This is an optimization exercise on Yosys and OpenROAD, whose aim is small area, a short achievable clock period and few clock cycles per item, not a production implementation. RTL that was checked went through simulation tests only; none was proved equivalent to the original. The flow treats the clock pin as an ideal source, which a real chip does not have. Power is estimated from default activity; no workload was simulated.

==> 02-16 <==
==> flow/design.v (excerpt) <==
module cnm_top (
    input  logic               clk,
    input  logic               rst,
    input  logic               in_valid,
    input  logic signed [7:0]  rea,
    input  logic signed [7:0]  ima,
    input  logic signed [7:0]  req,
    input  logic signed [7:0]  imq,
    output logic               out_valid,
    output logic signed [15:0] rep,
    output logic signed [15:0] imp
);
    logic [7:0] rea_r, ima_r;
    logic rep_b1;
    logic rep_b2;
    logic rep_b3;
    logic rep_b4;
    logic rep_b5;
    logic rep_b6;
    logic rep_b7;
    logic rep_b8;
    logic rep_b9;
    logic rep_b10;
    logic rep_b11;
    logic rep_b12;
    logic rep_b13;
    logic rep_b14;
    logic rep_b15;
    logic rep_b16;
    logic rep_b17;
    logic rep_b18;
    logic rep_b19;
    logic rep_b20;
    logic rep_b21;
    logic rep_b22;
    logic rep_b23;
    logic rep_b24;
    logic rep_b25;
    logic rep_b26;
    logic rep_b27;
    logic rep_b28;
    logic rep_b29;
    logic rep_b30;
    logic rep_b31;
    logic rep_b32;
    logic rep_b33;
    logic rep_b34;
    logic rep_b35;
    logic rep_b36;
    logic rep_b37;
    logic rep_b38;
    logic rep_b39;
    logic rep_b40;
    logic rep_b41;
    logic rep_b42;
    logic rep_b43;
    logic rep_b44;
    logic rep_b45;
    logic rep_b46;
    logic rep_b47;
    logic rep_b48;
    logic rep_b49;
    logic rep_b50;
    logic rep_b51;
    logic rep_b52;
    logic rep_b53;
    logic rep_b54;
    logic rep_b55;
    logic rep_b56;
    logic rep_b57;
    logic rep_b58;
    logic rep_b59;
    logic rep_b60;
    logic rep_b61;
    logic rep_b62;
    logic rep_b63;
  ...
==> flow/config.mk <==
export PLATFORM = sky130hd
export DESIGN_NAME = cnm_top
export DESIGN_NICKNAME = cnm_top
export VERILOG_FILES = /design/flow/design.v
export SDC_FILE = /design/flow/constraint.sdc
export NUM_CORES = 4
export LEC_CHECK = 0
export CAP_MARGIN = 20
export CORE_MARGIN = 2
export CORE_UTILIZATION = 40
export CTS_BUF_LIST = sky130_fd_sc_hd__clkbuf_4 sky130_fd_sc_hd__clkbuf_8
export SETUP_SLACK_MARGIN = 4.5
export SLEW_MARGIN = 20
export SYNTH_HIERARCHICAL = 1
==> flow/constraint.sdc <==
create_clock -name core_clock -period 7.0 [get_ports {clk}]
set_input_delay 1.4000 -clock core_clock [delete_from_list [all_inputs] [get_ports {clk}]]
set_output_delay 1.4000 -clock core_clock [all_outputs]
set_load 0.01 [all_outputs]
standard.sh (not shown) runs the stock make flow with config.mk's settings and CLKGATE_MAP_FILE= SYNTH_SCRIPT=/design/flow/synth_recipe.tcl, a recipe that flattens the netlist after the stock synthesis.
==> flow/flow/run.sh <==
#!/bin/bash
# Own layout flow: the standard flow (standard synthesis, same steps and
# settings) with these changes:
#  - after the floorplan step, combinational cells that synthesis mapped at a
#    larger drive strength are set back to drive strength 1 (downsize.tcl);
#    the standard repair steps that follow upsize where timing needs it;
#  - the port buffers are the small sky130 buf_1 cell instead of the delay
#    cell buffer_ports picks by default (every input and output port still
#    gets its own buffer; repair may resize them);
#  - clock tree synthesis adds no dummy loads.
set -euo pipefail
export BUFFER_PORTS_ARGS="-buffer_cell sky130_fd_sc_hd__buf_1"
export CTS_ARGS="-sink_clustering_enable -repair_clock_nets -dont_use_dummy_load -buf_list {sky130_fd_sc_hd__clkbuf_4 sky130_fd_sc_hd__clkbuf_8}"
bash standard.sh floorplan > flow_make_floorplan.log 2>&1
RESULTS=orfs/results/$FLOW_PLATFORM/cnm_top/base \
LIB=$FLOW_HOME/platforms/$FLOW_PLATFORM/lib/sky130_fd_sc_hd__tt_025C_1v80.lib \
  openroad -no_init -exit flow/downsize.tcl > downsize.log 2>&1
touch orfs/results/$FLOW_PLATFORM/cnm_top/base/2_floorplan.odb
bash standard.sh > flow_make.log 2>&1
==> flow/flow/downsize.tcl <==
# Set every combinational cell of the synthesized, floorplanned design to its
# drive-strength-1 variant (same function and footprint family). The flow's
# later repair steps upsize again where timing needs it. Registers, clock and
# tap cells are left alone.
set results $::env(RESULTS)
read_liberty $::env(LIB)
read_db $results/2_floorplan.odb
set n 0
foreach inst [get_cells *] {
  set ref [get_property $inst ref_name]
  if {![regexp {^(sky130_fd_sc_hd__([a-z0-9]+))_([0-9]+)$} $ref -> base fn drive]} continue
  if {$drive <= 1} continue
  if {[regexp {^(df|ed|sd|dl|clk|tap|fill|decap|conb|probe|lpflow|buf|inv|bufinv|dly)} $fn]} continue
  set lc [get_lib_cells -quiet ${base}_1]
  if {$lc eq ""} continue
  replace_cell $inst $lc
  incr n
}
puts "downsized $n cells"
write_db $results/2_floorplan.odb
==> 09-01: changes against 02-16 <==
Settings changed: SETUP_SLACK_MARGIN 4.5 to 4.65.
==> comparison <==
- 02-16 completed without violations. 09-01 completed without violations.
- Between 09-01 and 02-16, the lower via count is in 02-16 (gap about 5.6%, measured against 02-16).
- Of 09-01 and 02-16, 09-01 has the higher routed wire length (gap about 5.6%, measured against 02-16).
- Worst hold slack: 09-01 is lower than 02-16 (0.023 ns).
- Of 02-16 and 09-01, 09-01 has the higher global-route usage (gap 0.77 points).
- In 09-01 the combinational power is higher than in 02-16, by about 6%.
- Sequential share of layout area: 02-16 is higher than 09-01 (1.8 points).
- Non-clock buffer count: 02-16 is lower than 09-01 (66).
- Sequential cell count is the same in 02-16 and 09-01.
==> figures <==
|  | 09-01 | 02-16 |
|---|---|---|
| Worst R2R Setup Slack | 4.65 ns | 4.55 ns |
| Clock power share | 10.4% | 10.6% |
| Internal Pwr Total | 2.799 mW | 2.710 mW |
| Combinational cell power | 2.81 mW | 2.64 mW |
| Worst Setup Slack post-DPL | 4.097 ns | 4.119 ns |
| Final critical path time including I/O delays and setup | 2.348 ns | 2.446 ns |
| Highest net fanout along the worst path | 15 | 16 |
| Utilization after layout | 44.70% | 41.62% |
| Fin crit share | 33.54% | 34.94% |
| Met2 Use GR | 28.23% | 27.53% |
| Pleak | 4.166 nW | 3.724 nW |
| Number of non-clock buffers | 150 | 84 |
| Fraction of layout instances using a drive strength above 1 | 20.81% | 8.726% |
| Outcome | finished clean | finished clean |
| Fill cell total of the finished layout | 2327 | 2390 |
| HPWL Detailed | 14430 µm | 14320 µm |
| Sequential share of power | 30.5% | 31.8% |
| Routed length per instance | 17.30 µm | 17.29 µm |
No functional check of the RTL was part of any run of this note.

========
==> run a <==
cnm_top, a different RTL version from the one above (not shown whole).
export LEC_CHECK = 0
export CAP_MARGIN = 20
export CORE_MARGIN = 2
export CORE_UTILIZATION = 40
export CTS_BUF_LIST = sky130_fd_sc_hd__clkbuf_4 sky130_fd_sc_hd__clkbuf_8
export SETUP_SLACK_MARGIN = 4.5
export SLEW_MARGIN = 20
export SYNTH_HIERARCHICAL = 1
create_clock -name core_clock -period 7.0 [get_ports {clk}]
Scripts as last shown in full above: flow/flow/run.sh, flow/flow/downsize.tcl
==> run b (differences from run a) <==
- SETUP_SLACK_MARGIN: 4.5 -> 4.65
==> run summary <==
item	run a	run b
Run status	no timing/DRC/antenna violations	no timing/DRC/antenna violations
Overall power	4.665 mW	4.795 mW
Routed WL	21060 µm	21440 µm
Crit share post-route	35.15%	33.19%
Combinational logic power	2.71 mW	2.85 mW
Fin nets	1052	1092
Clock distribution power	490 µW	489 µW
GR Util met1	21.92%	21.93%
Post-route non-filler standard cell count	1223	1263
Via count of the first global-routing pass	6522	6517
Share of cell area taken by flip-flops and latches	31.02%	29.97%
Largest voltage drop on the vdd net	303.4 µV	274.7 µV
Sequential-cell power consumption	1.47 mW	1.46 mW
Layout Cell Area excl Fill	0.01014 mm²	0.01065 mm²
Combinational power share	58.0%	59.4%
Function was not checked in any run of this note: the RTL went through the layout flow alone.

========
==> v37 <==
Another version of the RTL of cnm_top (not shown whole).
clock: 7.0 ns
lec_check: 0
cap_margin: 20
core_margin: 2
core_utilization: 40
cts_buf_list: sky130_fd_sc_hd__clkbuf_4 sky130_fd_sc_hd__clkbuf_8
setup_slack_margin: 3.4
slew_margin: 20
synth_hierarchical: 1
run.sh (not shown) runs the stock make flow with config.mk's settings and CLKGATE_MAP_FILE= SYNTH_SCRIPT=/design/flow/synth_recipe.tcl, a recipe that flattens the netlist after the stock synthesis.
Stock flow here: none of the scripts above is used.
==> v22 (differences from v37) <==
==> flow/flow/run.sh (new file) <==
#!/bin/bash
# Own layout flow: the standard flow (standard synthesis, same steps and
# settings), except that the port buffers are the small sky130 buf_1 cell
# instead of the delay cell buffer_ports picks by default. Every input and
# output port still gets its own buffer; repair may resize them.
set -euo pipefail
export BUFFER_PORTS_ARGS="-buffer_cell sky130_fd_sc_hd__buf_1"
bash standard.sh > flow_make.log 2>&1
==> flow/standard.sh (new file) <==
#!/bin/bash
# synth_recipe.tcl (not shown) runs the flow's synth.tcl, then flattens the netlist and writes it again
# the make line also repeats each setting of config.mk as NAME=value (left out here)
make -C /OpenROAD-flow-scripts/flow DESIGN_CONFIG=/design/flow/config.mk WORK_HOME=/design/flow/orfs CLKGATE_MAP_FILE= SYNTH_SCRIPT=/design/flow/synth_recipe.tcl "${@:-finish}"
CTS_BUF_LIST = unset   (was sky130_fd_sc_hd__clkbuf_4 sky130_fd_sc_hd__clkbuf_8)
removed: flow/run.sh
==> v25 (differences from v37) <==
CTS_BUF_LIST = unset   (was sky130_fd_sc_hd__clkbuf_4 sky130_fd_sc_hd__clkbuf_8)
==> reports/summary.json <==
{
  "fraction_of_the_cycle_the_final_worst_path_needs": {"value": 0.519},
  "final_area": {"value": 9990, "unit": "µm²"},
  "post_layout_nonfiller_instances": {"value": 1078},
  "route.final.wire_length": {"value": 17900, "unit": "µm"},
  "timing.critical_path.to": {"value": "imp[15]"},
  "status": {"value": "complete, no violations"},
  "place.detailed.instances": {"value": 1055}
}
That was v25.
==> reports/summary.json <==
{
  "place.detailed.instances": {"value": 1055},
  "pre_cts_slack": {"value": 3.32, "unit": "ns"},
  "fraction_of_the_cycle_the_final_worst_path_needs": {"value": 0.510},
  "final_area": {"value": 9870, "unit": "µm²"},
  "timing.critical_path.to": {"value": "imp[13]"},
  "groute.usage.overall": {"value": 0.164},
  "route.final.wire_length": {"value": 17800, "unit": "µm"},
  "post_layout_nonfiller_instances": {"value": 1078},
  "grt_pass1_vias": {"value": 5959},
  "status": {"value": "complete, no violations"}
}
That was v37.
==> reports/summary.json <==
{
  "final_area": {"value": 9410, "unit": "µm²"},
  "status": {"value": "complete, no violations"},
  "post_layout_nonfiller_instances": {"value": 1074},
  "place.detailed.instances": {"value": 1054},
  "timing.critical_path.to": {"value": "imp[15]"},
  "combinational_family_with_the_most_area_after_synthesis": {"value": "adder cells"},
  "fraction_of_the_cycle_the_final_worst_path_needs": {"value": 0.503},
  "first_pass_iters": {"value": 7},
  "route.final.wire_length": {"value": 16900, "unit": "µm"}
}
That was v22.
No functional check of the RTL was part of any run of this note.

========
==> 03-11: inputs <==
Another version of the RTL of cnm_top (not shown whole).
export LEC_CHECK = 0
export CAP_MARGIN = 20
export CORE_MARGIN = 2
export CORE_UTILIZATION = 40
export SETUP_SLACK_MARGIN = 3.0
export SLEW_MARGIN = 20
export SYNTH_HIERARCHICAL = 1
create_clock -name core_clock -period 7.0 [get_ports {clk}]
Stock flow here: none of the scripts above is used.
==> 02-03: changes against 03-11 <==
Settings changed: SETUP_SLACK_MARGIN 3.0 to not set.
==> run summary <==
In die area, 02-03 and 03-11 do not differ. Synthesized cell count is the same in 03-11 and 02-03. Clock-buffer cell count is the same in 03-11 and 02-03. In 03-11 the non-clock buffer count is higher than in 02-03, by 14.
Testbench counts of 03-11, summed over its fixed seeds: cycles 16,016, items 16,000.
Testbench counts of 02-03, summed over its fixed seeds: cycles 16,016, items 16,000.

========
==> job 4070: inputs <==
Another version of the RTL of cnm_top (not shown whole).
## cnm_top
module cnm_top (
    input  logic               clk,
    input  logic               rst,
    input  logic               in_valid,
    input  logic signed [7:0]  rea,
    input  logic signed [7:0]  ima,
    input  logic signed [7:0]  req,
    input  logic signed [7:0]  imq,
    output logic               out_valid,
    output logic signed [15:0] rep,
    output logic signed [15:0] imp
);
clock: 7.0 ns
lec_check: 0
cap_margin: 20
core_margin: 2
core_utilization: 40
cts_buf_list: sky130_fd_sc_hd__clkbuf_4 sky130_fd_sc_hd__clkbuf_8
setup_slack_margin: 4.5
slew_margin: 20
synth_hierarchical: 1
standard.sh (not shown) runs the stock make flow with config.mk's settings and CLKGATE_MAP_FILE= SYNTH_SCRIPT=/design/flow/synth_recipe.tcl, a recipe that flattens the netlist after the stock synthesis.
==> flow/flow/run.sh <==
#!/bin/bash
# Own layout flow: the standard flow (standard synthesis, same steps and
# settings) with two changes:
#  - the port buffers are the small sky130 buf_1 cell instead of the delay
#    cell buffer_ports picks by default (every input and output port still
#    gets its own buffer; repair may resize them);
#  - clock tree synthesis adds no dummy loads.
set -euo pipefail
export BUFFER_PORTS_ARGS="-buffer_cell sky130_fd_sc_hd__buf_1"
export CTS_ARGS="-sink_clustering_enable -repair_clock_nets -dont_use_dummy_load -buf_list {sky130_fd_sc_hd__clkbuf_8}"
bash standard.sh > flow_make.log 2>&1
==> inputs of job 6805, as changes to job 4070 <==
==> flow/flow/run.sh (replaced) <==
#!/bin/bash
# Own layout flow: the standard flow (standard synthesis, same steps and
# settings) with these changes:
#  - after the floorplan step and again after clock tree synthesis, logic cells that synthesis mapped at a
#    larger drive strength are set back to drive strength 1 (downsize.tcl);
#    the standard repair steps that follow upsize where timing needs it;
#  - the port buffers are the small sky130 buf_1 cell instead of the delay
#    cell buffer_ports picks by default (every input and output port still
#    gets its own buffer; repair may resize them);
#  - clock tree synthesis adds no dummy loads.
set -euo pipefail
export BUFFER_PORTS_ARGS="-buffer_cell sky130_fd_sc_hd__buf_1"
export CTS_ARGS="-sink_clustering_enable -repair_clock_nets -dont_use_dummy_load -buf_list {sky130_fd_sc_hd__clkbuf_4 sky130_fd_sc_hd__clkbuf_8}"
bash standard.sh floorplan > flow_make_floorplan.log 2>&1
R=orfs/results/$FLOW_PLATFORM/cnm_top/base
export RESULTS=$R LIB=$FLOW_HOME/platforms/$FLOW_PLATFORM/lib/sky130_fd_sc_hd__tt_025C_1v80.lib
DB=2_floorplan.odb openroad -no_init -exit flow/downsize.tcl > downsize_floorplan.log 2>&1
touch $R/2_floorplan.odb
bash standard.sh cts > flow_make_cts.log 2>&1
DB=4_cts.odb openroad -no_init -exit flow/downsize.tcl > downsize_cts.log 2>&1
touch $R/4_cts.odb
bash standard.sh > flow_make.log 2>&1
==> flow/flow/downsize.tcl (new file) <==
# Set every combinational cell of the synthesized, floorplanned design to its
# drive-strength-1 variant (same function and footprint family). The flow's
# later repair steps upsize again where timing needs it. Registers, clock and
# tap cells are left alone.
set results $::env(RESULTS)
read_liberty $::env(LIB)
set db $::env(DB)
read_db $results/$db
set n 0
foreach inst [get_cells *] {
  set ref [get_property $inst ref_name]
  if {![regexp {^(sky130_fd_sc_hd__([a-z0-9]+))_([0-9]+)$} $ref -> base fn drive]} continue
  if {$drive <= 1} continue
  if {[regexp {^(df|ed|sd|dl|clk|tap|fill|decap|conb|probe|lpflow|buf|inv|bufinv|dly)} $fn]} continue
  set lc [get_lib_cells -quiet ${base}_1]
  if {$lc eq ""} continue
  replace_cell $inst $lc
  incr n
}
puts "downsized $n cells"
write_db $results/$db
==> run summary <==
* Status: complete, no violations
* HP Start: n559_q1_641$_DFF_P_
* CP Max Fanout at 16
* GPL Wtd Cong at 0.895
* GR met1 Demand/Resource at 21.3%
* DR WL/cell at 17.4 um
* Combinational power at 2.67 mW
(the above is from job 6805)
==> run summary <==
* Status: complete, no violations
* GPL Wtd Cong at 0.868
* Combinational power at 2.66 mW
* GR met1 Demand/Resource at 22.8%
* CP Max Fanout at 18
(the above is from job 4070)
Testbench counts of job 4070, summed over its fixed seeds: cycles 16,024, items 16,000.
Testbench counts of job 6805, summed over its fixed seeds: cycles 16,024, items 16,000.

========
==> inputs of 11-21 <==
cnm_top again, from the RTL that the note above started with.
clock: 7.0 ns
lec_check: 0
cap_margin: 20
core_margin: 2
core_utilization: 40
cts_buf_list: sky130_fd_sc_hd__clkbuf_4 sky130_fd_sc_hd__clkbuf_8
setup_slack_margin: 4.6
slew_margin: 20
synth_hierarchical: 1
==> flow/flow/run.sh <==
#!/bin/bash
# Own layout flow: the standard flow (standard synthesis, same steps and
# settings) with these changes:
#  - after the floorplan step, combinational cells that synthesis mapped at a
#    larger drive strength are set back to drive strength 1 (downsize.tcl);
#    the standard repair steps that follow upsize where timing needs it;
#  - the port buffers are the small sky130 buf_1 cell instead of the delay
#    cell buffer_ports picks by default (every input and output port still
#    gets its own buffer; repair may resize them);
#  - clock tree synthesis adds no dummy loads.
set -euo pipefail
export BUFFER_PORTS_ARGS="-buffer_cell sky130_fd_sc_hd__buf_1"
export CTS_ARGS="-sink_clustering_enable -repair_clock_nets -dont_use_dummy_load -buf_list {sky130_fd_sc_hd__clkbuf_4 sky130_fd_sc_hd__clkbuf_8}"
bash standard.sh floorplan > flow_make_floorplan.log 2>&1
RESULTS=orfs/results/$FLOW_PLATFORM/cnm_top/base \
LIB=$FLOW_HOME/platforms/$FLOW_PLATFORM/lib/sky130_fd_sc_hd__tt_025C_1v80.lib \
  openroad -no_init -exit flow/downsize.tcl > downsize.log 2>&1
touch orfs/results/$FLOW_PLATFORM/cnm_top/base/2_floorplan.odb
bash standard.sh > flow_make.log 2>&1
==> flow/flow/downsize.tcl <==
# Set every combinational cell of the synthesized, floorplanned design to its
# drive-strength-1 variant (same function and footprint family). The flow's
# later repair steps upsize again where timing needs it. Registers, clock and
# tap cells are left alone.
set results $::env(RESULTS)
read_liberty $::env(LIB)
read_db $results/2_floorplan.odb
set n 0
foreach inst [get_cells *] {
  set ref [get_property $inst ref_name]
  if {![regexp {^(sky130_fd_sc_hd__([a-z0-9]+))_([0-9]+)$} $ref -> base fn drive]} continue
  if {$drive <= 1} continue
  if {[regexp {^(df|ed|sd|dl|clk|tap|fill|decap|conb|probe|lpflow|buf|inv|bufinv|dly)} $fn]} continue
  set lc [get_lib_cells -quiet ${base}_1]
  if {$lc eq ""} continue
  replace_cell $inst $lc
  incr n
}
puts "downsized $n cells"
write_db $results/2_floorplan.odb
==> 04-01 (differences from 11-21) <==
==> flow/flow/run.sh (replaced) <==
#!/bin/bash
# Own layout flow: the standard flow (standard synthesis, same steps and
# settings), except that the port buffers are the small sky130 buf_1 cell
# instead of the delay cell buffer_ports picks by default. Every input and
# output port still gets its own buffer; repair may resize them.
set -euo pipefail
export BUFFER_PORTS_ARGS="-buffer_cell sky130_fd_sc_hd__buf_1"
bash standard.sh > flow_make.log 2>&1
--- a/flow/config.mk
+++ b/flow/config.mk
@@ -10,5 +10,5 @@
 export CORE_UTILIZATION = 40
 export CTS_BUF_LIST = sky130_fd_sc_hd__clkbuf_4 sky130_fd_sc_hd__clkbuf_8
-export SETUP_SLACK_MARGIN = 4.6
+export SETUP_SLACK_MARGIN = 4.5
 export SLEW_MARGIN = 20
 export SYNTH_HIERARCHICAL = 1
removed: flow/flow/downsize.tcl
==> run summary <==
| quantity | 04-01 | 11-21 |
|---|---|---|
| Outcome | no timing/DRC/antenna violations | no timing/DRC/antenna violations |
| Power share of the combinational group | 0.540 | 0.588 |
| Count of placed standard cells including taps | 1156 | 1152 |
| Detailed-placement wirelength estimate | 14390 um | 14280 um |
| Routing usage on met1 | 0.2305 | 0.2146 |
| Detail-routed net length per standard cell | 17.73 um | 17.40 um |
| Largest stage delay on the critical path | 0.59 ns | 0.50 ns |
| Power per unit of standard cell area | 461.0 nW/um2 | 449.1 nW/um2 |
| Combinational gate power | 2660 uW | 2770 uW |
| Post-route worst setup slack | 4.604 ns | 4.649 ns |
| Net switching fraction of the power | 0.3738 | 0.3803 |
| Worst Hold Margin | 0.3281 ns | 0.3332 ns |
| Cell at the slowest stage of the critical path | sky130_fd_sc_hd__dfxtp_2 | sky130_fd_sc_hd__fa_1 |
| Area of the multi-input gates | 6117 um2 | 5961 um2 |
| Overall Global Routing Usage | 0.1782 | 0.1669 |
| Worst Path Required | 7.34 ns | 7.31 ns |
| Overall Power | 4933 uW | 4701 uW |
| Clk power | 808 uW | 484 uW |
| Peak ir drop on the vdd network | 256.3 uV | 216.9 uV |
| Routed WL | 21320 um | 20920 um |
| Switching power summed over all nets | 1844 uW | 1788 uW |
| Syn-to-layout area delta | 8.734% | 6.356% |
| Number of global-route vias before repair | 6442 | 6248 |
| Global-route wire length before repair | 35520 um | 33500 um |
Testbench counts of 11-21, summed over its fixed seeds: cycles 16,024, items 16,000.
Testbench counts of 04-01, summed over its fixed seeds: cycles 16,024, items 16,000.

-- re-timing with driven ports --
The flow's constraints put no driver on any port. The routed layouts listed below were extracted and timed again, unchanged, in two steps. Step 1 assumes that a clkbuf_16 drives the clock port and a buf_2 every other input. Step 2 adds t to the input delays and takes it off the output delays; t is the mean of the earliest and latest rising clock arrival at the registers after step 1. Input paths then give back, and output paths get back, about the clock's delay inside the block. a / b / c = ideal ports / drivers / drivers and shift; a / b = the first two.
run	t, ns	setup slack, ns	clock arrival spread, ns	worst data-port slew with drivers (ns)
02-16	0.469	4.554 / 4.554 / 4.554	0.035 / 0.036	0.04
09-01	0.481	4.652 / 4.652 / 4.652	0.032 / 0.033	0.04
run a	0.474	4.539 / 4.539 / 4.539	0.027 / 0.026	0.04
run b	0.474	4.677 / 4.677 / 4.677	0.030 / 0.030	0.04
v37	0.419	3.430 / 3.390 / 3.519	0.009 / 0.010	0.03
v22	0.395	3.481 / 3.437 / 3.525	0.008 / 0.008	0.03
v25	0.402	3.365 / 3.320 / 3.521	0.009 / 0.009	0.03
03-11	0.390	3.033 / 2.991 / 3.126	0.008 / 0.009	0.04
02-03	0.390	2.500 / 2.458 / 2.830	0.009 / 0.009	0.04
job 4070	0.492	4.597 / 4.597 / 4.597	0.021 / 0.021	0.03
job 6805	0.472	4.567 / 4.567 / 4.567	0.034 / 0.034	0.03
11-21	0.473	4.649 / 4.632 / 4.649	0.035 / 0.035	0.03
04-01	0.497	4.604 / 4.604 / 4.604	0.009 / 0.009	0.03
After both steps setup and hold are still met in every run listed.
